This design comes from an exercise in tuning for small area on the open sky130 flow, not from production work. The RTL was checked by simulation tests, not by an equivalence proof against the original design. No activity file was given, so power comes from the tool's default toggle rates.

==> run.sh <==
#!/bin/bash
# synth_recipe.tcl (not shown) runs the flow's synth.tcl, then flattens the netlist and writes it again
# the make line also repeats each setting of config.mk as NAME=value (left out here)
make -C /OpenROAD-flow-scripts/flow DESIGN_CONFIG=/design/flow/config.mk WORK_HOME=/design/flow/orfs CLKGATE_MAP_FILE= SYNTH_SCRIPT=/design/flow/synth_recipe.tcl finish
==> config.mk <==
export PLATFORM = sky130hd
export DESIGN_NAME = top
export DESIGN_NICKNAME = top
export VERILOG_FILES = /design/flow/design.v
export SDC_FILE = /design/flow/constraint.sdc
export NUM_CORES = 4
export LEC_CHECK = 0
export CAP_MARGIN = 20
export CORE_MARGIN = 2
export CORE_UTILIZATION = 40
export SLEW_MARGIN = 20
==> constraint.sdc <==
create_clock -name core_clock -period 10.0 [get_ports {clk}]
set_input_delay 2.0000 -clock core_clock [delete_from_list [all_inputs] [get_ports {clk}]]
set_output_delay 2.0000 -clock core_clock [all_outputs]
set_load 0.01 [all_outputs]
==> design.v <==
module controller(
    input  wire               clk,
    input  wire               reset,
    input  wire               first_block,
    input  wire               last_block,
    output wire               output_enable,
    output wire               busy,
    output wire               inner_busy,
	output wire               first_block_core
);
reg  [1:0]         state;
reg  [1:0]         next_state;
reg  [6:0]         counter1;
reg  [7:0]         counter2;
parameter s0=2'b00; 
parameter s1=2'b01; 
parameter s2=2'b10;  
assign busy              =    (state==s0)? 0 : 1;
assign output_enable     =    (counter2>=8'd134 && counter2<8'd198)? 1 : 0;
assign inner_busy        =    (state==s2)? 1 : 0;
assign first_block_core  =    (counter1==7'd67)? 1 : 0;
always @(posedge clk)
begin
    if(reset==1'b1)
        state<=s0;
    else
        state<=next_state;
end
always @(*)
begin
    case (state)
      s0:
        if(first_block==1)
            next_state=s1;
        else
            next_state=s0;
      s1:
        if(counter1==7'd66)
            next_state=s2;
        else
            next_state=s1;
      s2:
        if(counter2==8'd133)
            next_state=s0;
        else
            next_state=s2; 
        default: 
            next_state=s0;
    endcase
end
always @ (posedge clk)
begin
    if(reset==1'b1)
        counter1<=7'd0;
    else
        if(state==s1)
            counter1<=counter1+1;
        else
            counter1<=7'd0; 
end
always @ (posedge clk)
begin
    if(reset==1'b1)
        counter2<=8'd0;
    else
        if(counter2==8'd198)
            counter2<=8'd0;
        else
            if(counter2!=8'd0 || last_block==1'b1)
                counter2<=counter2+1;
            else
                counter2<=8'd0;
end
endmodule
module hash_core(
        input   wire           clk,
        input   wire           reset,
        input   wire [31:0]    Wt,
        input   wire           inner_busy,
        input   wire           first_block_core,
        input   wire           output_enable,
        output  reg [3:0]      digest,
        output  reg            output_valid
                );
        wire [2:0] cmd;   
        reg  [31:0] A,B,C,D,E,F,G,H;
        reg  [31:0] H0,H1,H2,H3,H4,H5,H6,H7;
        reg  [6:0] round;
        wire [6:0] round_plus_1;
        reg [5:0] read_counter;
        reg [31:0] Kt;
        reg [1:0] mux_control; 
        wire [31:0] mux1,mux2;
        reg [31:0] M,L; 
        wire [31:0] M_w;
        wire [31:0] f1_EFG_32,f2_ABC_32,f3_A_32,f4_E_32,T1_32,T2_32;
        wire [31:0] next_E,next_A;
        wire [255:0] SHA256_result;
        assign f1_EFG_32 = (E & F) ^ (~E & G);   
        assign f2_ABC_32 = (A & B) ^ (B & C) ^ (A & C);   
        assign f3_A_32 = {A[1:0],A[31:2]} ^ {A[12:0],A[31:13]} ^ {A[21:0],A[31:22]};   
        assign f4_E_32 = {E[5:0],E[31:6]} ^ {E[10:0],E[31:11]} ^ {E[24:0],E[31:25]};   
        assign mux2 = mux_control[0] ? G[31:0] : H[31:0];
        assign mux1 = mux_control[1] ? C[31:0] : D[31:0];
        assign M_w = mux2 + Kt + Wt;
        assign T1_32 = f4_E_32 + f1_EFG_32 + M;
        assign T2_32 = f3_A_32 + f2_ABC_32;
        assign next_E = mux1 + T1_32;
        assign next_A = L + T2_32;
        assign SHA256_result = {A,B,C,D,E,F,G,H};
        assign cmd = {output_enable,inner_busy,first_block_core};
        assign round_plus_1 = (cmd[1]==1) ? (round + 1) : round;
        always @(posedge clk)
        begin
                if (reset == 1'b1 || (cmd[1] == 1'b0 && cmd[2] == 1'b0) )
                begin
                        round <= 'd0;
                        mux_control <= 2'b0;
                        M <= 32'b0;
                        L <= 32'b0;
                        A <= 32'b0;
                        B <= 32'b0;
                        C <= 32'b0;
                        D <= 32'b0;
                        E <= 32'b0;
                        F <= 32'b0;
                        G <= 32'b0;
                        H <= 32'b0;
                        H0 <= 32'b0;
                        H1 <= 32'b0;
                        H2 <= 32'b0;
                        H3 <= 32'b0;
                        H4 <= 32'b0;
                        H5 <= 32'b0;
                        H6 <= 32'b0;
                        H7 <= 32'b0;
                end
                else
                        if(cmd[2] == 1'b1)
                        begin
                                A <= A;
                                B <= B;
                                C <= C; 
                                D <= D;
                                E <= E;
                                F <= F;
                                G <= G;
                                H <= H;
                                H0 <= H0;
                                H1 <= H1;
                                H2 <= H2;
                                H3 <= H3;
                                H4 <= H4;
                                H5 <= H5;
                                H6 <= H6;
                                H7 <= H7;
                                round <= 'd0; 
                                mux_control <= 2'b0;
                                M <= 32'b0;
                                L <= 32'b0;                                                                                              
                        end
                        else
                        begin
                                case (round)
                                'd0:
                                        begin            
                                                if(cmd[0]==1'b1)  
                                                begin
                                                        A <= 32'h6a09e667;
                                                        B <= 32'hbb67ae85;
                                                        C <= 32'h3c6ef372;
                                                        D <= 32'ha54ff53a;
                                                        E <= 32'h510e527f;
                                                        F <= 32'h9b05688c;
                                                        G <= 32'h1f83d9ab;
                                                        H <= 32'h5be0cd19;
                                                        H0 <= 32'h6a09e667;
                                                        H1 <= 32'hbb67ae85;
                                                        H2 <= 32'h3c6ef372;
                                                        H3 <= 32'ha54ff53a;
                                                        H4 <= 32'h510e527f;
                                                        H5 <= 32'h9b05688c;
                                                        H6 <= 32'h1f83d9ab;
                                                        H7 <= 32'h5be0cd19;
                                                        round <=round_plus_1;
                                                        mux_control[1:0] <= 2'b0;
                                                        M <= 'b0;
                                                        L <= 'b0;
                                                end
                                                else    
                                                begin
                                                        A <= A;
                                                        B <= B;
                                                        C <= C; 
                                                        D <= D;
                                                        E <= E;
                                                        F <= F;
                                                        G <= G;
                                                        H <= H;
                                                        H0 <= A;
                                                        H1 <= B;
                                                        H2 <= C;
                                                        H3 <= D;
                                                        H4 <= E;
                                                        H5 <= F;
                                                        H6 <= G;
                                                        H7 <= H;
                                                        round <=round_plus_1;
                                                        mux_control[1:0] <= 2'b0;
                                                        M <= 'b0;
                                                        L <= 'b0;
                                                end
                                        end
                                'd1:
                                        begin
                                                L <= T1_32;
                                                M <= M_w;
                                                round <= round_plus_1;
                                                mux_control[1:0] <= 2'b01;
                                        end
                                'd2:
                                        begin
                                                H <= G;
                                                G <= F;
                                                F <= E;
                                                E <= next_E;
                                                L <= T1_32;
                                                M <= M_w;
                                                round <= round_plus_1;
                                                mux_control[1:0] <= 2'b11;
                                        end
                                'd3,
                                'd4,
                                'd5,
                                'd6,
                                'd7,
                                'd8,
                                'd9,
                                'd10,
                                'd11,
                                'd12,
                                'd13,
                                'd14,
                                'd15,
                                'd16,
                                'd17,
                                'd18,
                                'd19,
                                'd20,
                                'd21,
                                'd22,
                                'd23,
                                'd24,
                                'd25,
                                'd26,
                                'd27,
                                'd28,
                                'd29,
                                'd30,
                                'd31,
                                'd32,
                                'd33,
                                'd34,
                                'd35,
                                'd36,
                                'd37,
                                'd38,
                                'd39,
                                'd40,
                                'd41,
                                'd42,
                                'd43,
                                'd44,
                                'd45,
                                'd46,
                                'd47,
                                'd48,
                                'd49,
                                'd50,
                                'd51,
                                'd52,
                                'd53,
                                'd54,
                                'd55,
                                'd56,
                                'd57,
                                'd58,
                                'd59,
                                'd60,
                                'd61,
                                'd62,
                                'd63,
                                'd64:
                                        begin
                                                H <= G;
                                                G <= F;
                                                F <= E;
                                                E <= next_E;
                                                D <= C;
                                                C <= B;
                                                B <= A;
                                                A <= next_A;
                                                L <= T1_32;
                                                M <= M_w;
                                                round <= round_plus_1;
                                        end
                                'd65:
                                        begin
                                                H <= G + H7;
                                                G <= F + H6;
                                                F <= E + H5;
                                                E <= next_E + H4;
                                                D <= C;
                                                C <= B;
                                                B <= A;
                                                A <= next_A;
                                                L <= T1_32;
                                                M <= M_w;
                                                round <= round_plus_1;
                                        end
                                'd66:
                                        begin
                                                D <= C + H3;
                                                C <= B + H2;
                                                B <= A + H1;
                                                A <= next_A + H0;
                                                L <= T1_32;
                                                M <= M_w;
                                                round <= 0;
                                        end   
                                default:
                                        begin
                                                A <= 'b0;
                                                B <= 'b0;
                                                C <= 'b0;
                                                D <= 'b0;
                                                E <= 'b0;
                                                F <= 'b0;
                                                G <= 'b0;
                                                H <= 'b0;
                                                H0 <= 'b0;
                                                H1 <= 'b0;
                                                H2 <= 'b0;
                                                H3 <= 'b0;
                                                H4 <= 'b0;
                                                H5 <= 'b0;
                                                H6 <= 'b0;
                                                H7 <= 'b0;
                                                round <= 'd0;
                                                mux_control <= 2'b00;
                                                M <= 'b0;
                                                L <= 'b0;
                                        end
                                endcase
                        end     
        end 
        always @ (posedge clk)
        begin
                if (reset)
                begin
                        Kt <= 'b0;
                end
                else
                begin
                if(cmd[1]==1'b1)
                begin
                        case (round)
                                'd00:   Kt <= 32'h428a2f98;
                                'd01:   Kt <= 32'h71374491;
                                'd02:   Kt <= 32'hb5c0fbcf;
                                'd03:   Kt <= 32'he9b5dba5;
                                'd04:   Kt <= 32'h3956c25b;
                                'd05:   Kt <= 32'h59f111f1;
                                'd06:   Kt <= 32'h923f82a4;
                                'd07:   Kt <= 32'hab1c5ed5;
                                'd08:   Kt <= 32'hd807aa98;
                                'd09:   Kt <= 32'h12835b01;
                                'd10:   Kt <= 32'h243185be;
                                'd11:   Kt <= 32'h550c7dc3;
                                'd12:   Kt <= 32'h72be5d74;
                                'd13:   Kt <= 32'h80deb1fe;
                                'd14:   Kt <= 32'h9bdc06a7;
                                'd15:   Kt <= 32'hc19bf174;
                                'd16:   Kt <= 32'he49b69c1;
                                'd17:   Kt <= 32'hefbe4786;
                                'd18:   Kt <= 32'h0fc19dc6;
                                'd19:   Kt <= 32'h240ca1cc;
                                'd20:   Kt <= 32'h2de92c6f;
                                'd21:   Kt <= 32'h4a7484aa;
                                'd22:   Kt <= 32'h5cb0a9dc;
                                'd23:   Kt <= 32'h76f988da;
                                'd24:   Kt <= 32'h983e5152;
                                'd25:   Kt <= 32'ha831c66d;
                                'd26:   Kt <= 32'hb00327c8;
                                'd27:   Kt <= 32'hbf597fc7;
                                'd28:   Kt <= 32'hc6e00bf3;
                                'd29:   Kt <= 32'hd5a79147;
                                'd30:   Kt <= 32'h06ca6351;
                                'd31:   Kt <= 32'h14292967;
                                'd32:   Kt <= 32'h27b70a85;
                                'd33:   Kt <= 32'h2e1b2138;
                                'd34:   Kt <= 32'h4d2c6dfc;
                                'd35:   Kt <= 32'h53380d13;
                                'd36:   Kt <= 32'h650a7354;
                                'd37:   Kt <= 32'h766a0abb;
                                'd38:   Kt <= 32'h81c2c92e;
                                'd39:   Kt <= 32'h92722c85;
                                'd40:   Kt <= 32'ha2bfe8a1;
                                'd41:   Kt <= 32'ha81a664b;
                                'd42:   Kt <= 32'hc24b8b70;
                                'd43:   Kt <= 32'hc76c51a3;
                                'd44:   Kt <= 32'hd192e819;
                                'd45:   Kt <= 32'hd6990624;
                                'd46:   Kt <= 32'hf40e3585;
                                'd47:   Kt <= 32'h106aa070;
                                'd48:   Kt <= 32'h19a4c116;
                                'd49:   Kt <= 32'h1e376c08;
                                'd50:   Kt <= 32'h2748774c;
                                'd51:   Kt <= 32'h34b0bcb5;
                                'd52:   Kt <= 32'h391c0cb3;
                                'd53:   Kt <= 32'h4ed8aa4a;
                                'd54:   Kt <= 32'h5b9cca4f;
                                'd55:   Kt <= 32'h682e6ff3;
                                'd56:   Kt <= 32'h748f82ee;
                                'd57:   Kt <= 32'h78a5636f;
                                'd58:   Kt <= 32'h84c87814;
                                'd59:   Kt <= 32'h8cc70208;
                                'd60:   Kt <= 32'h90befffa;
                                'd61:   Kt <= 32'ha4506ceb;
                                'd62:   Kt <= 32'hbef9a3f7;
                                'd63:   Kt <= 32'hc67178f2;
                                default:Kt <= 'd0;
                        endcase
                end
                else
                begin
                        Kt <= 'd0;
                end
                end
        end
        always @ (posedge clk)
        begin
                if (reset)
                begin
                        digest <= 'b0;
                        read_counter <= 'd63;
                        output_valid <= 1'b0;
                end
                else
                begin
                        if (cmd[2])
                        begin
                                output_valid <= 1'b1;
                                case (read_counter)
                                        'd63:    digest <= SHA256_result[64*4-1:63*4];
                                        'd62:    digest <= SHA256_result[63*4-1:62*4];
                                        'd61:    digest <= SHA256_result[62*4-1:61*4];
                                        'd60:    digest <= SHA256_result[61*4-1:60*4];
                                        'd59:    digest <= SHA256_result[60*4-1:59*4];
                                        'd58:    digest <= SHA256_result[59*4-1:58*4];
                                        'd57:    digest <= SHA256_result[58*4-1:57*4];
                                        'd56:    digest <= SHA256_result[57*4-1:56*4];
                                        'd55:    digest <= SHA256_result[56*4-1:55*4];
                                        'd54:    digest <= SHA256_result[55*4-1:54*4];
                                        'd53:    digest <= SHA256_result[54*4-1:53*4];
                                        'd52:    digest <= SHA256_result[53*4-1:52*4];
                                        'd51:    digest <= SHA256_result[52*4-1:51*4];
                                        'd50:    digest <= SHA256_result[51*4-1:50*4];
                                        'd49:    digest <= SHA256_result[50*4-1:49*4];
                                        'd48:    digest <= SHA256_result[49*4-1:48*4];
                                        'd47:    digest <= SHA256_result[48*4-1:47*4];
                                        'd46:    digest <= SHA256_result[47*4-1:46*4];
                                        'd45:    digest <= SHA256_result[46*4-1:45*4];
                                        'd44:    digest <= SHA256_result[45*4-1:44*4];
                                        'd43:    digest <= SHA256_result[44*4-1:43*4];
                                        'd42:    digest <= SHA256_result[43*4-1:42*4];
                                        'd41:    digest <= SHA256_result[42*4-1:41*4];
                                        'd40:    digest <= SHA256_result[41*4-1:40*4];
                                        'd39:    digest <= SHA256_result[40*4-1:39*4];
                                        'd38:    digest <= SHA256_result[39*4-1:38*4];
                                        'd37:    digest <= SHA256_result[38*4-1:37*4];
                                        'd36:    digest <= SHA256_result[37*4-1:36*4];
                                        'd35:    digest <= SHA256_result[36*4-1:35*4];
                                        'd34:    digest <= SHA256_result[35*4-1:34*4];
                                        'd33:    digest <= SHA256_result[34*4-1:33*4];
                                        'd32:    digest <= SHA256_result[33*4-1:32*4];
                                        'd31:    digest <= SHA256_result[32*4-1:31*4];
                                        'd30:    digest <= SHA256_result[31*4-1:30*4];
                                        'd29:    digest <= SHA256_result[30*4-1:29*4];
                                        'd28:    digest <= SHA256_result[29*4-1:28*4];
                                        'd27:    digest <= SHA256_result[28*4-1:27*4];
                                        'd26:    digest <= SHA256_result[27*4-1:26*4];
                                        'd25:    digest <= SHA256_result[26*4-1:25*4];
                                        'd24:    digest <= SHA256_result[25*4-1:24*4];
                                        'd23:    digest <= SHA256_result[24*4-1:23*4];
                                        'd22:    digest <= SHA256_result[23*4-1:22*4];
                                        'd21:    digest <= SHA256_result[22*4-1:21*4];
                                        'd20:    digest <= SHA256_result[21*4-1:20*4];
                                        'd19:    digest <= SHA256_result[20*4-1:19*4]; 
                                        'd18:    digest <= SHA256_result[19*4-1:18*4];
                                        'd17:    digest <= SHA256_result[18*4-1:17*4];
                                        'd16:    digest <= SHA256_result[17*4-1:16*4];
                                        'd15:    digest <= SHA256_result[16*4-1:15*4];
                                        'd14:    digest <= SHA256_result[15*4-1:14*4];
                                        'd13:    digest <= SHA256_result[14*4-1:13*4];
                                        'd12:    digest <= SHA256_result[13*4-1:12*4];
                                        'd11:    digest <= SHA256_result[12*4-1:11*4];
                                        'd10:    digest <= SHA256_result[11*4-1:10*4];
                                        'd9:    digest <= SHA256_result[10*4-1:9*4];
                                        'd8:    digest <= SHA256_result[9*4-1:8*4];
                                        'd7:    digest <= SHA256_result[8*4-1:7*4];
                                        'd6:    digest <= SHA256_result[7*4-1:6*4];
                                        'd5:    digest <= SHA256_result[6*4-1:5*4];
                                        'd4:    digest <= SHA256_result[5*4-1:4*4];
                                        'd3:    digest <= SHA256_result[4*4-1:3*4];
                                        'd2:    digest <= SHA256_result[3*4-1:2*4];
                                        'd1:    digest <= SHA256_result[2*4-1:1*4];
                                        'd0:    digest <= SHA256_result[1*4-1:0*4];
                                        default:digest <= 'b0;
                                endcase
                                if (read_counter != 'd0)
                                        read_counter <= read_counter - 'd1;
                                else
                                        read_counter <= 'd63;
                        end
                        else
                        begin
                                digest <= 'b0;
                                read_counter <= 'd63;
                                output_valid <= 1'b0;
                        end
                end
        end
endmodule
module message_schedule(
    input  wire            clk,
    input  wire            reset,
    input  wire [7:0]      data,
    input  wire            write_enable,
    input  wire            inner_busy,
    output reg  [31:0]     Wt
);
wire [31:0]     logic_result;
wire [31:0]     sigma0;
wire [31:0]     sigma1;   
reg  [31:0]     R1,R2,R3,R4,R5,R6,R7,R8,R9,R10,R11,R12,R13,R14,R15; 
reg  [31:0]     buffer [0:15]; 
reg  [6 :0]     counter1,counter2;
assign sigma0 = {R14[6:0],R14[31:7]} ^ {R14[17:0],R14[31:18]} ^ {3'b000,R14[31:3]};
assign sigma1 = {R1[16:0],R1[31:17]} ^ {R1[18:0],R1[31:19]} ^ {10'b00_0000_0000,R1[31:10]};
assign logic_result = R15 + sigma0 + R6 + sigma1; 
always @ (posedge clk)
begin
    if(reset==1'b1)
        begin
            buffer[0]<=32'b0;
            buffer[1]<=32'b0;
            buffer[2]<=32'b0;
            buffer[3]<=32'b0;
            buffer[4]<=32'b0;
            buffer[5]<=32'b0;
            buffer[6]<=32'b0;
            buffer[7]<=32'b0;
            buffer[8]<=32'b0;
            buffer[9]<=32'b0;
            buffer[10]<=32'b0;
            buffer[11]<=32'b0;
            buffer[12]<=32'b0;
            buffer[13]<=32'b0;
            buffer[14]<=32'b0;
            buffer[15]<=32'b0;
        end
    else
        if(write_enable==1'b0)
            begin
                buffer[0]<=buffer[0];
                buffer[1]<=buffer[1];
                buffer[2]<=buffer[2];
                buffer[3]<=buffer[3];
                buffer[4]<=buffer[4];
                buffer[5]<=buffer[5];
                buffer[6]<=buffer[6];
                buffer[7]<=buffer[7];
                buffer[8]<=buffer[8];
                buffer[9]<=buffer[9];
                buffer[10]<=buffer[10];
                buffer[11]<=buffer[11];
                buffer[12]<=buffer[12];
                buffer[13]<=buffer[13];
                buffer[14]<=buffer[14];
                buffer[15]<=buffer[15];     
            end
        else
            case(counter1)
                7'd0,
                7'd1,
                7'd2,
                7'd3:
                    begin
                        buffer[0]<=(buffer[0]<<8)+data;
                        buffer[1]<=buffer[1];
                        buffer[2]<=buffer[2];
                        buffer[3]<=buffer[3];
                        buffer[4]<=buffer[4];
                        buffer[5]<=buffer[5];
                        buffer[6]<=buffer[6];
                        buffer[7]<=buffer[7];
                        buffer[8]<=buffer[8];
                        buffer[9]<=buffer[9];
                        buffer[10]<=buffer[10];
                        buffer[11]<=buffer[11];
                        buffer[12]<=buffer[12];
                        buffer[13]<=buffer[13];
                        buffer[14]<=buffer[14];
                        buffer[15]<=buffer[15];
                    end
                7'd4,
                7'd5,
                7'd6,
                7'd7:
                    begin
                        buffer[0]<=buffer[0];
                        buffer[1]<=(buffer[1]<<8)+data;
                        buffer[2]<=buffer[2];
                        buffer[3]<=buffer[3];
                        buffer[4]<=buffer[4];
                        buffer[5]<=buffer[5];
                        buffer[6]<=buffer[6];
                        buffer[7]<=buffer[7];
                        buffer[8]<=buffer[8];
                        buffer[9]<=buffer[9];
                        buffer[10]<=buffer[10];
                        buffer[11]<=buffer[11];
                        buffer[12]<=buffer[12];
                        buffer[13]<=buffer[13];
                        buffer[14]<=buffer[14];
                        buffer[15]<=buffer[15];
                    end
                7'd8,
                7'd9,
                7'd10,
                7'd11:
                    begin
                        buffer[0]<=buffer[0];
                        buffer[1]<=buffer[1];
                        buffer[2]<=(buffer[2]<<8)+data;
                        buffer[3]<=buffer[3];
                        buffer[4]<=buffer[4];
                        buffer[5]<=buffer[5];
                        buffer[6]<=buffer[6];
                        buffer[7]<=buffer[7];
                        buffer[8]<=buffer[8];
                        buffer[9]<=buffer[9];
                        buffer[10]<=buffer[10];
                        buffer[11]<=buffer[11];
                        buffer[12]<=buffer[12];
                        buffer[13]<=buffer[13];
                        buffer[14]<=buffer[14];
                        buffer[15]<=buffer[15];
                    end
                7'd12,
                7'd13,
                7'd14,
                7'd15:
                    begin
                        buffer[0]<=buffer[0];
                        buffer[1]<=buffer[1];
                        buffer[2]<=buffer[2];
                        buffer[3]<=(buffer[3]<<8)+data;
                        buffer[4]<=buffer[4];
                        buffer[5]<=buffer[5];
                        buffer[6]<=buffer[6];
                        buffer[7]<=buffer[7];
                        buffer[8]<=buffer[8];
                        buffer[9]<=buffer[9];
                        buffer[10]<=buffer[10];
                        buffer[11]<=buffer[11];
                        buffer[12]<=buffer[12];
                        buffer[13]<=buffer[13];
                        buffer[14]<=buffer[14];
                        buffer[15]<=buffer[15];
                    end
                7'd16,
                7'd17,
                7'd18,
                7'd19:
                    begin
                        buffer[0]<=buffer[0];
                        buffer[1]<=buffer[1];
                        buffer[2]<=buffer[2];
                        buffer[3]<=buffer[3];
                        buffer[4]<=(buffer[4]<<8)+data;
                        buffer[5]<=buffer[5];
                        buffer[6]<=buffer[6];
                        buffer[7]<=buffer[7];
                        buffer[8]<=buffer[8];
                        buffer[9]<=buffer[9];
                        buffer[10]<=buffer[10];
                        buffer[11]<=buffer[11];
                        buffer[12]<=buffer[12];
                        buffer[13]<=buffer[13];
                        buffer[14]<=buffer[14];
                        buffer[15]<=buffer[15];
                    end
                7'd20,
                7'd21,
                7'd22,
                7'd23:
                    begin
                        buffer[0]<=buffer[0];
                        buffer[1]<=buffer[1];
                        buffer[2]<=buffer[2];
                        buffer[3]<=buffer[3];
                        buffer[4]<=buffer[4];
                        buffer[5]<=(buffer[5]<<8)+data;
                        buffer[6]<=buffer[6];
                        buffer[7]<=buffer[7];
                        buffer[8]<=buffer[8];
                        buffer[9]<=buffer[9];
                        buffer[10]<=buffer[10];
                        buffer[11]<=buffer[11];
                        buffer[12]<=buffer[12];
                        buffer[13]<=buffer[13];
                        buffer[14]<=buffer[14];
                        buffer[15]<=buffer[15];
                    end
                7'd24,
                7'd25,
                7'd26,
                7'd27:
                    begin
                        buffer[0]<=buffer[0];
                        buffer[1]<=buffer[1];
                        buffer[2]<=buffer[2];
                        buffer[3]<=buffer[3];
                        buffer[4]<=buffer[4];
                        buffer[5]<=buffer[5];
                        buffer[6]<=(buffer[6]<<8)+data;
                        buffer[7]<=buffer[7];
                        buffer[8]<=buffer[8];
                        buffer[9]<=buffer[9];
                        buffer[10]<=buffer[10];
                        buffer[11]<=buffer[11];
                        buffer[12]<=buffer[12];
                        buffer[13]<=buffer[13];
                        buffer[14]<=buffer[14];
                        buffer[15]<=buffer[15];
                    end
                7'd28,
                7'd29,
                7'd30,
                7'd31:
                    begin
                        buffer[0]<=buffer[0];
                        buffer[1]<=buffer[1];
                        buffer[2]<=buffer[2];
                        buffer[3]<=buffer[3];
                        buffer[4]<=buffer[4];
                        buffer[5]<=buffer[5];
                        buffer[6]<=buffer[6];
                        buffer[7]<=(buffer[7]<<8)+data;
                        buffer[8]<=buffer[8];
                        buffer[9]<=buffer[9];
                        buffer[10]<=buffer[10];
                        buffer[11]<=buffer[11];
                        buffer[12]<=buffer[12];
                        buffer[13]<=buffer[13];
                        buffer[14]<=buffer[14];
                        buffer[15]<=buffer[15];
                    end
                7'd32,
                7'd33,
                7'd34,
                7'd35:
                    begin
                        buffer[0]<=buffer[0];
                        buffer[1]<=buffer[1];
                        buffer[2]<=buffer[2];
                        buffer[3]<=buffer[3];
                        buffer[4]<=buffer[4];
                        buffer[5]<=buffer[5];
                        buffer[6]<=buffer[6];
                        buffer[7]<=buffer[7];
                        buffer[8]<=(buffer[8]<<8)+data;
                        buffer[9]<=buffer[9];
                        buffer[10]<=buffer[10];
                        buffer[11]<=buffer[11];
                        buffer[12]<=buffer[12];
                        buffer[13]<=buffer[13];
                        buffer[14]<=buffer[14];
                        buffer[15]<=buffer[15];
                    end
                7'd36,
                7'd37,
                7'd38,
                7'd39:
                    begin
                        buffer[0]<=buffer[0];
                        buffer[1]<=buffer[1];
                        buffer[2]<=buffer[2];
                        buffer[3]<=buffer[3];
                        buffer[4]<=buffer[4];
                        buffer[5]<=buffer[5];
                        buffer[6]<=buffer[6];
                        buffer[7]<=buffer[7];
                        buffer[8]<=buffer[8];
                        buffer[9]<=(buffer[9]<<8)+data;
                        buffer[10]<=buffer[10];
                        buffer[11]<=buffer[11];
                        buffer[12]<=buffer[12];
                        buffer[13]<=buffer[13];
                        buffer[14]<=buffer[14];
                        buffer[15]<=buffer[15];
                    end
                7'd40,
                7'd41,
                7'd42,
                7'd43:
                    begin
                        buffer[0]<=buffer[0];
                        buffer[1]<=buffer[1];
                        buffer[2]<=buffer[2];
                        buffer[3]<=buffer[3];
                        buffer[4]<=buffer[4];
                        buffer[5]<=buffer[5];
                        buffer[6]<=buffer[6];
                        buffer[7]<=buffer[7];
                        buffer[8]<=buffer[8];
                        buffer[9]<=buffer[9];
                        buffer[10]<=(buffer[10]<<8)+data;
                        buffer[11]<=buffer[11];
                        buffer[12]<=buffer[12];
                        buffer[13]<=buffer[13];
                        buffer[14]<=buffer[14];
                        buffer[15]<=buffer[15];
                    end
                7'd44,
                7'd45,
                7'd46,
                7'd47:
                    begin
                        buffer[0]<=buffer[0];
                        buffer[1]<=buffer[1];
                        buffer[2]<=buffer[2];
                        buffer[3]<=buffer[3];
                        buffer[4]<=buffer[4];
                        buffer[5]<=buffer[5];
                        buffer[6]<=buffer[6];
                        buffer[7]<=buffer[7];
                        buffer[8]<=buffer[8];
                        buffer[9]<=buffer[9];
                        buffer[10]<=buffer[10];
                        buffer[11]<=(buffer[11]<<8)+data;
                        buffer[12]<=buffer[12];
                        buffer[13]<=buffer[13];
                        buffer[14]<=buffer[14];
                        buffer[15]<=buffer[15];
                    end
                7'd48,
                7'd49,
                7'd50,
                7'd51:
                    begin
                        buffer[0]<=buffer[0];
                        buffer[1]<=buffer[1];
                        buffer[2]<=buffer[2];
                        buffer[3]<=buffer[3];
                        buffer[4]<=buffer[4];
                        buffer[5]<=buffer[5];
                        buffer[6]<=buffer[6];
                        buffer[7]<=buffer[7];
                        buffer[8]<=buffer[8];
                        buffer[9]<=buffer[9];
                        buffer[10]<=buffer[10];
                        buffer[11]<=buffer[11];
                        buffer[12]<=(buffer[12]<<8)+data;
                        buffer[13]<=buffer[13];
                        buffer[14]<=buffer[14];
                        buffer[15]<=buffer[15];
                    end
                7'd52,
                7'd53,
                7'd54,
                7'd55:
                    begin
                        buffer[0]<=buffer[0];
                        buffer[1]<=buffer[1];
                        buffer[2]<=buffer[2];
                        buffer[3]<=buffer[3];
                        buffer[4]<=buffer[4];
                        buffer[5]<=buffer[5];
                        buffer[6]<=buffer[6];
                        buffer[7]<=buffer[7];
                        buffer[8]<=buffer[8];
                        buffer[9]<=buffer[9];
                        buffer[10]<=buffer[10];
                        buffer[11]<=buffer[11];
                        buffer[12]<=buffer[12];
                        buffer[13]<=(buffer[13]<<8)+data;
                        buffer[14]<=buffer[14];
                        buffer[15]<=buffer[15];
                    end
                7'd56,
                7'd57,
                7'd58,
                7'd59:
                    begin
                        buffer[0]<=buffer[0];
                        buffer[1]<=buffer[1];
                        buffer[2]<=buffer[2];
                        buffer[3]<=buffer[3];
                        buffer[4]<=buffer[4];
                        buffer[5]<=buffer[5];
                        buffer[6]<=buffer[6];
                        buffer[7]<=buffer[7];
                        buffer[8]<=buffer[8];
                        buffer[9]<=buffer[9];
                        buffer[10]<=buffer[10];
                        buffer[11]<=buffer[11];
                        buffer[12]<=buffer[12];
                        buffer[13]<=buffer[13];
                        buffer[14]<=(buffer[14]<<8)+data;
                        buffer[15]<=buffer[15];
                    end
                7'd60,
                7'd61,
                7'd62,
                7'd63:
                    begin
                        buffer[0]<=buffer[0];
                        buffer[1]<=buffer[1];
                        buffer[2]<=buffer[2];
                        buffer[3]<=buffer[3];
                        buffer[4]<=buffer[4];
                        buffer[5]<=buffer[5];
                        buffer[6]<=buffer[6];
                        buffer[7]<=buffer[7];
                        buffer[8]<=buffer[8];
                        buffer[9]<=buffer[9];
                        buffer[10]<=buffer[10];
                        buffer[11]<=buffer[11];
                        buffer[12]<=buffer[12];
                        buffer[13]<=buffer[13];
                        buffer[14]<=buffer[14];
                        buffer[15]<=(buffer[15]<<8)+data;
                    end
                default:
                    begin
                        buffer[0]<=buffer[0];
                        buffer[1]<=buffer[1];
                        buffer[2]<=buffer[2];
                        buffer[3]<=buffer[3];
                        buffer[4]<=buffer[4];
                        buffer[5]<=buffer[5];
                        buffer[6]<=buffer[6];
                        buffer[7]<=buffer[7];
                        buffer[8]<=buffer[8];
                        buffer[9]<=buffer[9];
                        buffer[10]<=buffer[10];
                        buffer[11]<=buffer[11];
                        buffer[12]<=buffer[12];
                        buffer[13]<=buffer[13];
                        buffer[14]<=buffer[14];
                        buffer[15]<=buffer[15]; 
                    end
                endcase                
end
always @ (posedge clk)
begin
    if(reset==1'b1 || write_enable==1'b0)
        counter1<=7'd0;
    else
        counter1<=counter1+1'd1;
end
always @ (posedge clk)
begin
    if(reset==1'b1 || counter2 == 7'd64 || counter2 == 7'd65 || counter2 == 7'd66)
        begin
            R1<=32'b0;
            R2<=32'b0;
            R3<=32'b0;
            R4<=32'b0;
            R5<=32'b0;
            R6<=32'b0;
            R7<=32'b0;
            R8<=32'b0;
            R9<=32'b0;
            R10<=32'b0;
            R11<=32'b0;
            R12<=32'b0;
            R13<=32'b0;
            R14<=32'b0;
            R15<=32'b0;
        end
    else
        if(inner_busy==1'b1)
            begin
                R1<=Wt;
                R2<=R1;
                R3<=R2;
                R4<=R3;
                R5<=R4;
                R6<=R5;
                R7<=R6;
                R8<=R7;
                R9<=R8;
                R10<=R9;
                R11<=R10;
                R12<=R11;
                R13<=R12;
                R14<=R13;
                R15<=R14;
            end
        else
            begin
                R1<=32'b0;
                R2<=32'b0;
                R3<=32'b0;
                R4<=32'b0;
                R5<=32'b0;
                R6<=32'b0;
                R7<=32'b0;
                R8<=32'b0;
                R9<=32'b0;
                R10<=32'b0;
                R11<=32'b0;
                R12<=32'b0;
                R13<=32'b0;
                R14<=32'b0;
                R15<=32'b0;
            end    
end
always @ (posedge clk)
begin
    if(reset==1'b1 || counter2 == 7'd64 || counter2 == 7'd65 || counter2 == 7'd66)
        Wt<=32'd0;
    else
        if(inner_busy==1'b1)
            if(counter2>=7'd16)
                Wt<=logic_result;
            else
                case (counter2)
                    7'd0:Wt<=buffer[0];
                    7'd1:Wt<=buffer[1];
                    7'd2:Wt<=buffer[2];
                    7'd3:Wt<=buffer[3];
                    7'd4:Wt<=buffer[4];
                    7'd5:Wt<=buffer[5];
                    7'd6:Wt<=buffer[6];
                    7'd7:Wt<=buffer[7];
                    7'd8:Wt<=buffer[8];
                    7'd9:Wt<=buffer[9];
                    7'd10:Wt<=buffer[10];
                    7'd11:Wt<=buffer[11];
                    7'd12:Wt<=buffer[12];
                    7'd13:Wt<=buffer[13];
                    7'd14:Wt<=buffer[14];
                    7'd15:Wt<=buffer[15];                     
                    default: Wt<=32'b0;
                endcase 
        else
            Wt<=32'b0;
end
always @ (posedge clk)
begin
    if(reset==1'b1 || counter2==7'd66)
        counter2<=7'd0;
    else
        if(inner_busy==1'b1)
            counter2<=counter2+1;
        else
            counter2<=7'd0;
end
endmodule
module top(
    input  wire                clk,
    input  wire                reset,
    input  wire [7:0]          data,
    input  wire                write_enable,
    input  wire                last_block,
    input  wire                first_block,
    output wire                busy,
    output wire [3:0]          digest,
    output wire                output_valid           
);
wire [31:0]           Wt;
wire                  inner_busy; 
wire                  first_block_core; 
wire                  output_enable;
message_schedule our_message_schedule(
    .clk(clk),
    .reset(reset),
    .data(data),
    .write_enable(write_enable),
    .inner_busy(inner_busy),
    .Wt(Wt)
);
hash_core our_hash_core(
    .clk(clk),
    .reset(reset),
    .Wt(Wt),
    .inner_busy(inner_busy),
    .first_block_core(first_block_core),
    .output_enable(output_enable),
    .digest(digest),
    .output_valid(output_valid)
);
controller our_controller(
    .clk(clk),
    .reset(reset),
    .first_block(first_block),
    .last_block(last_block),
    .output_enable(output_enable),
    .busy(busy),
    .inner_busy(inner_busy),
    .first_block_core(first_block_core)
);
endmodule
==> results.py <==
metrics = {
    "worst_setup_path": {
        "reg2reg_depth": 33,
        "setup_crit_end_kind": "flop",
        "cp_common_cell": "sky130_fd_sc_hd__o21ai_0",
        "critPathSlowestCell": "sky130_fd_sc_hd__dfxtp_1",
        "setup.worst_path.class": "flop to flop",
        "arrival_ns": 9.26,
        "cp_max_fo": 10,
        "worstReg2RegStart": "our_hash_core.E[15]",
        "largest_stage_delay_on_the_critical_path_ns": 0.70,
        "critical_path.endpoint": "our_hash_core.E[30]",
        "setup.worst_path.start": "our_hash_core.E[15]",
        "reg2reg_slack_ns": 1.48,
        "crit_path_start_kind": "flop",
        "terminus_of_the_critical_flop_to_flop_path": "our_hash_core.E[30]",
        "worst-endpoint-required_ns": 10.73,
    },
    "cells_and_area": {
        "area_growth_from_synthesis_to_layout_pct": 10.4,
        "final_area_um2": 102000,
        "max_flop_register": "our_message_schedule.buffer",
        "drive_gt1_frac": 0.0671,
        "final_nets": 11572,
        "final_cell_count_no_fill": 14123,
        "largest_register_ffs": 512,
    },
    "synth": {
        "synthesis.nets": 11915,
        "number_of_synthesized_register_bits": 1683,
        "synth_area_per_cell_um2": 8.14,
        "mappedNetlistArea_um2": 91900,
        "synth_enable_flop_cells": 0,
        "synthCells": 11298,
        "synth_sequential_area_ratio": 0.367,
        "synth_flop_cell": "sky130_fd_sc_hd__dfxtp_1",
        "post_synth_cell_types": 111,
        "yosys_warnings": 4,
        "async_flop_share": 0,
    },
    "clock_network": {
        "clkSinkCount": 1683,
        "tritoncts": "yes",
        "clockRootBuffer": "sky130_fd_sc_hd__clkbuf_16",
        "ctsHtreeMaxLevel": 4,
        "hold_buffers": 0,
        "clockBufferDepth": 3,
        "post_cts.resized_instances": 0,
        "cts.clk_slew.worst_paths_ns": 0.07,
        "worst_skew_pair.late_latency_ns": 0.91,
        "postCtsSetupBuffers": 0,
        "cts_inserted_buffers": 186,
    },
    "routing": {
        "detail_route.wirelength_um": 368000,
        "detail-route-antenna-nets": 0,
        "detail_route.vias_per_cell": 6.04,
        "routed-via-count": 85234,
        "wire_per_inst_um": 26.1,
        "detailedRoute.firstPassIterationCount": 10,
        "drc": 0,
        "drt_iter0_markers": 10520,
    },
    "floorplanning": {
        "die_y_um": 483,
        "dieArea_um2": 234000,
        "placementRows": 175,
        "floorplan.io_pins": 19,
        "floorplan.core_area_um2": 228000,
        "floorplan.initialDensity": 0.403,
        "die_w_um": 483,
    },
    "timing": {
        "max_freq_mhz": 117,
        "period_needed_ns": 8.52,
        "tns_ns": 0,
        "setup-violations-final": 0,
        "min_period_over_period": 0.852,
        "grt_setup_unrepaired": "false",
        "relSlewSlack": 0.175,
        "slew_violations": 0,
        "worst-slew-pin-transition_ns": 1.24,
        "hold_viol": 0,
        "layout_skew_ns": 0.0738,
    },
    "placement": {
        "buffer_ports.inserted": 18,
        "place.gp.congestion": 1.02,
        "post-place-cells": 13768,
        "detailed_place_hpwl_um": 251000,
        "placement.cell_area_um2": 94900,
    },
    "flow_run": {
        "cap_violations": 0,
    },
    "global_routing": {
        "total_routing_usage_reported_by_global_routing": 0.302,
        "number_of_global_route_vias_before_repair": 80331,
        "number_of_antenna_violations_at_the_first_check_in_global_routing": 24,
        "global_route.overflow_total": 0,
        "grt_pass1_wl_um": 537000,
        "pin_count_of_the_biggest_net_entering_global_routing": 357,
    },
    "outcome": {
        "outcome": "no timing/DRC/antenna violations",
    },
    "hold_path": {
        "hp-class": "flop to flop",
    },
    "power": {
        "worst_ir_drop_vdd_mv": 0.148,
        "total_leakage_power_nw": 39.0,
        "power_density_nw_per_um2": 138,
    },
}
## cell families (layout without fill, tap and decap cells)
group,Yosys count,after routing,share of synthesized area
xor gates and xnor gates,603,603,0.0579
AOI/OAI and AO/OA,3236,3236,0.224
other,0,7,0
adders and majority gates,635,635,0.0992
muxes,131,131,0.0154
and+or+nand+nor,3884,3884,0.190
DFF,1683,1683,0.367
buffers and inverters,1126,935,0.0469
## Yosys cell counts (19+ instances only)
library cell,number,area share
sky130_fd_sc_hd__nand2_1,1689,0.069
sky130_fd_sc_hd__dfxtp_1,1683,0.37
sky130_fd_sc_hd__a21oi_1,1374,0.075
sky130_fd_sc_hd__nor2_1,905,0.037
sky130_fd_sc_hd__clkbuf_1,631,0.026
sky130_fd_sc_hd__and2_1,521,0.035
sky130_fd_sc_hd__ha_1,437,0.059
sky130_fd_sc_hd__o21ai_0,427,0.023
sky130_fd_sc_hd__xnor2_1,406,0.039
sky130_fd_sc_hd__inv_1,341,0.014
sky130_fd_sc_hd__nand3_1,248,0.014
sky130_fd_sc_hd__a22oi_1,224,0.018
sky130_fd_sc_hd__xor2_1,194,0.018
sky130_fd_sc_hd__a21o_1,174,0.014
sky130_fd_sc_hd__fa_1,167,0.036
sky130_fd_sc_hd__nor3_1,147,0.0080
sky130_fd_sc_hd__a221oi_1,133,0.013
sky130_fd_sc_hd__buf_1,114,0.0047
sky130_fd_sc_hd__a31oi_1,112,0.0076
sky130_fd_sc_hd__a22o_1,95,0.0091
sky130_fd_sc_hd__o211ai_1,94,0.0077
sky130_fd_sc_hd__a222oi_1,90,0.0098
sky130_fd_sc_hd__mux2_2,80,0.0098
sky130_fd_sc_hd__nand4_1,76,0.0052
sky130_fd_sc_hd__a211oi_1,73,0.0060
sky130_fd_sc_hd__nor2b_1,73,0.0050
sky130_fd_sc_hd__o21a_1,66,0.0054
sky130_fd_sc_hd__and3_1,53,0.0036
sky130_fd_sc_hd__nand2b_1,53,0.0036
sky130_fd_sc_hd__mux2i_1,51,0.0056
sky130_fd_sc_hd__o21bai_1,44,0.0036
sky130_fd_sc_hd__o31ai_1,36,0.0029
sky130_fd_sc_hd__maj3_1,31,0.0034
sky130_fd_sc_hd__or3_1,31,0.0021
sky130_fd_sc_hd__buf_2,29,0.0016
sky130_fd_sc_hd__o311ai_0,23,0.0022
sky130_fd_sc_hd__a311oi_1,19,0.0018
## report_power, final
group	leakage [nW]	total (mW)	switching (mW)	internal, mW
Combinational	22.4	0.0939	0.0735	0.0204
Clock	3.13	7.18	3.08	4.10
Sequential	13.6	6.72	0.00594	6.71
Total	39.0	14.0	3.16	10.8
## stage by stage
stage | setup slack [ns] | utilization | total power, mW | hold slack, ns
after detailed placement | 1.65 | 0.416 | 6.95 | 0.410
after global routing | 0.941 | 0.445 | 14.4 | 0.397
after CTS | 1.58 | 0.445 | 14.1 | 0.374
after floorplan | 2.92 | - | 6.92 | 0.404
final | 1.48 | 0.445 | 14.0 | 0.377
after global placement | 1.55 | 0.416 | 6.95 | 0.407
## layout by cell type, fill, tap and decap left out, types with 44 or more instances in the layout
| cell type | n |
|---|---|
| sky130_fd_sc_hd__mux2i_1 | 51 |
| sky130_fd_sc_hd__o21bai_1 | 44 |
| sky130_fd_sc_hd__a22o_1 | 95 |
| sky130_fd_sc_hd__nor2b_1 | 71 |
| sky130_fd_sc_hd__o21ai_0 | 426 |
| sky130_fd_sc_hd__dfxtp_1 | 1679 |
| sky130_fd_sc_hd__and3_1 | 52 |
| sky130_fd_sc_hd__nor2_1 | 882 |
| sky130_fd_sc_hd__nor3_1 | 141 |
| sky130_fd_sc_hd__fa_1 | 167 |
| sky130_fd_sc_hd__mux2_2 | 80 |
| sky130_fd_sc_hd__xnor2_1 | 406 |
| sky130_fd_sc_hd__a21oi_1 | 1372 |
| sky130_fd_sc_hd__a221oi_1 | 133 |
| sky130_fd_sc_hd__buf_4 | 216 |
| sky130_fd_sc_hd__and2_1 | 521 |
| sky130_fd_sc_hd__nand2b_1 | 52 |
| sky130_fd_sc_hd__a22oi_1 | 224 |
| sky130_fd_sc_hd__a222oi_1 | 90 |
| sky130_fd_sc_hd__nand2_1 | 1688 |
| sky130_fd_sc_hd__a31oi_1 | 112 |
| sky130_fd_sc_hd__nand4_1 | 76 |
| sky130_fd_sc_hd__inv_1 | 341 |
| sky130_fd_sc_hd__o211ai_1 | 94 |
| sky130_fd_sc_hd__a21o_1 | 173 |
| sky130_fd_sc_hd__clkbuf_16 | 186 |
| sky130_fd_sc_hd__a211oi_1 | 71 |
| sky130_fd_sc_hd__o21a_1 | 65 |
| sky130_fd_sc_hd__xor2_1 | 194 |
| sky130_fd_sc_hd__nand3_1 | 247 |
| sky130_fd_sc_hd__ha_1 | 437 |
## metal layers
layer | part of all wire | wire length, um | track usage
met2 | 0.43 | 157000 | 0.456
met4 | 0.053 | 19700 | 0.152
met3 | 0.097 | 35900 | 0.0619
met5 | 0.00056 | 207 | 0
met1 | 0.42 | 155000 | 0.407
## worst min-delay path by stage
stage,from,end,slack (ns),cells past startpoint
after floorplan,our_hash_core.read_counter[0],our_hash_core.read_counter[0],0.40,1
after CTS,our_message_schedule.R3[20],our_message_schedule.R4[20],0.37,1
final,our_message_schedule.R2[22],our_message_schedule.R3[22],0.38,1
after detailed placement,our_message_schedule.R2[11],our_message_schedule.R3[11],0.41,1
after global routing,our_message_schedule.R11[10],our_message_schedule.R12[10],0.40,1
after global placement,our_message_schedule.R9[2],our_message_schedule.R10[2],0.41,1
## final cells by class
class                      count  area [um^2]
fill                       22446       126000
multi-input combinational   8489        54200
sequential                  1683        33700
clock buffer                 253         5270
tap                         3009         3760
timing repair buffer         251         2110
inverter                     344         1290
clock inverter                87         1170
antenna                        7         17.5
## critical path, delay by kind of cell, from the launching register on
family                   cells  cell delay (ns)
AO/OA/AOI/OAI               17             3.94
XOR/XNOR                     5             1.09
adder cells (fa/ha/maj)      4             1.57
buffers and inverters        3             0.41
flip-flops                   1             0.70
AND/OR/NAND/NOR              4             0.68

## port drivers added, routing unchanged
How much do the figures lean on ideal ports? The routed layout below was timed once more, with nothing changed but the port constraints. Step 1, drivers: a clkbuf_16 drives clk and a buf_2 each remaining input, both assumed. Step 2, shift: input delay + t, output delay - t, t = (earliest + latest rising clock arrival at the registers) / 2. This alone moves slack from input paths to output paths. Three values: ideal ports, drivers, drivers and shift; two values: the first two.
shift t [ns]: 0.964
setup slack, ns: 1.476 / 1.476 / 1.476
worst setup path at the end: register to register
worst data-port slew with drivers (ns): 0.17
pins driven straight from the clock port: 1
After both steps setup and hold are still met in this run. For this run, drivers alone change the setup slack by 0.000 ns; drivers and shift together by 0.000 ns.
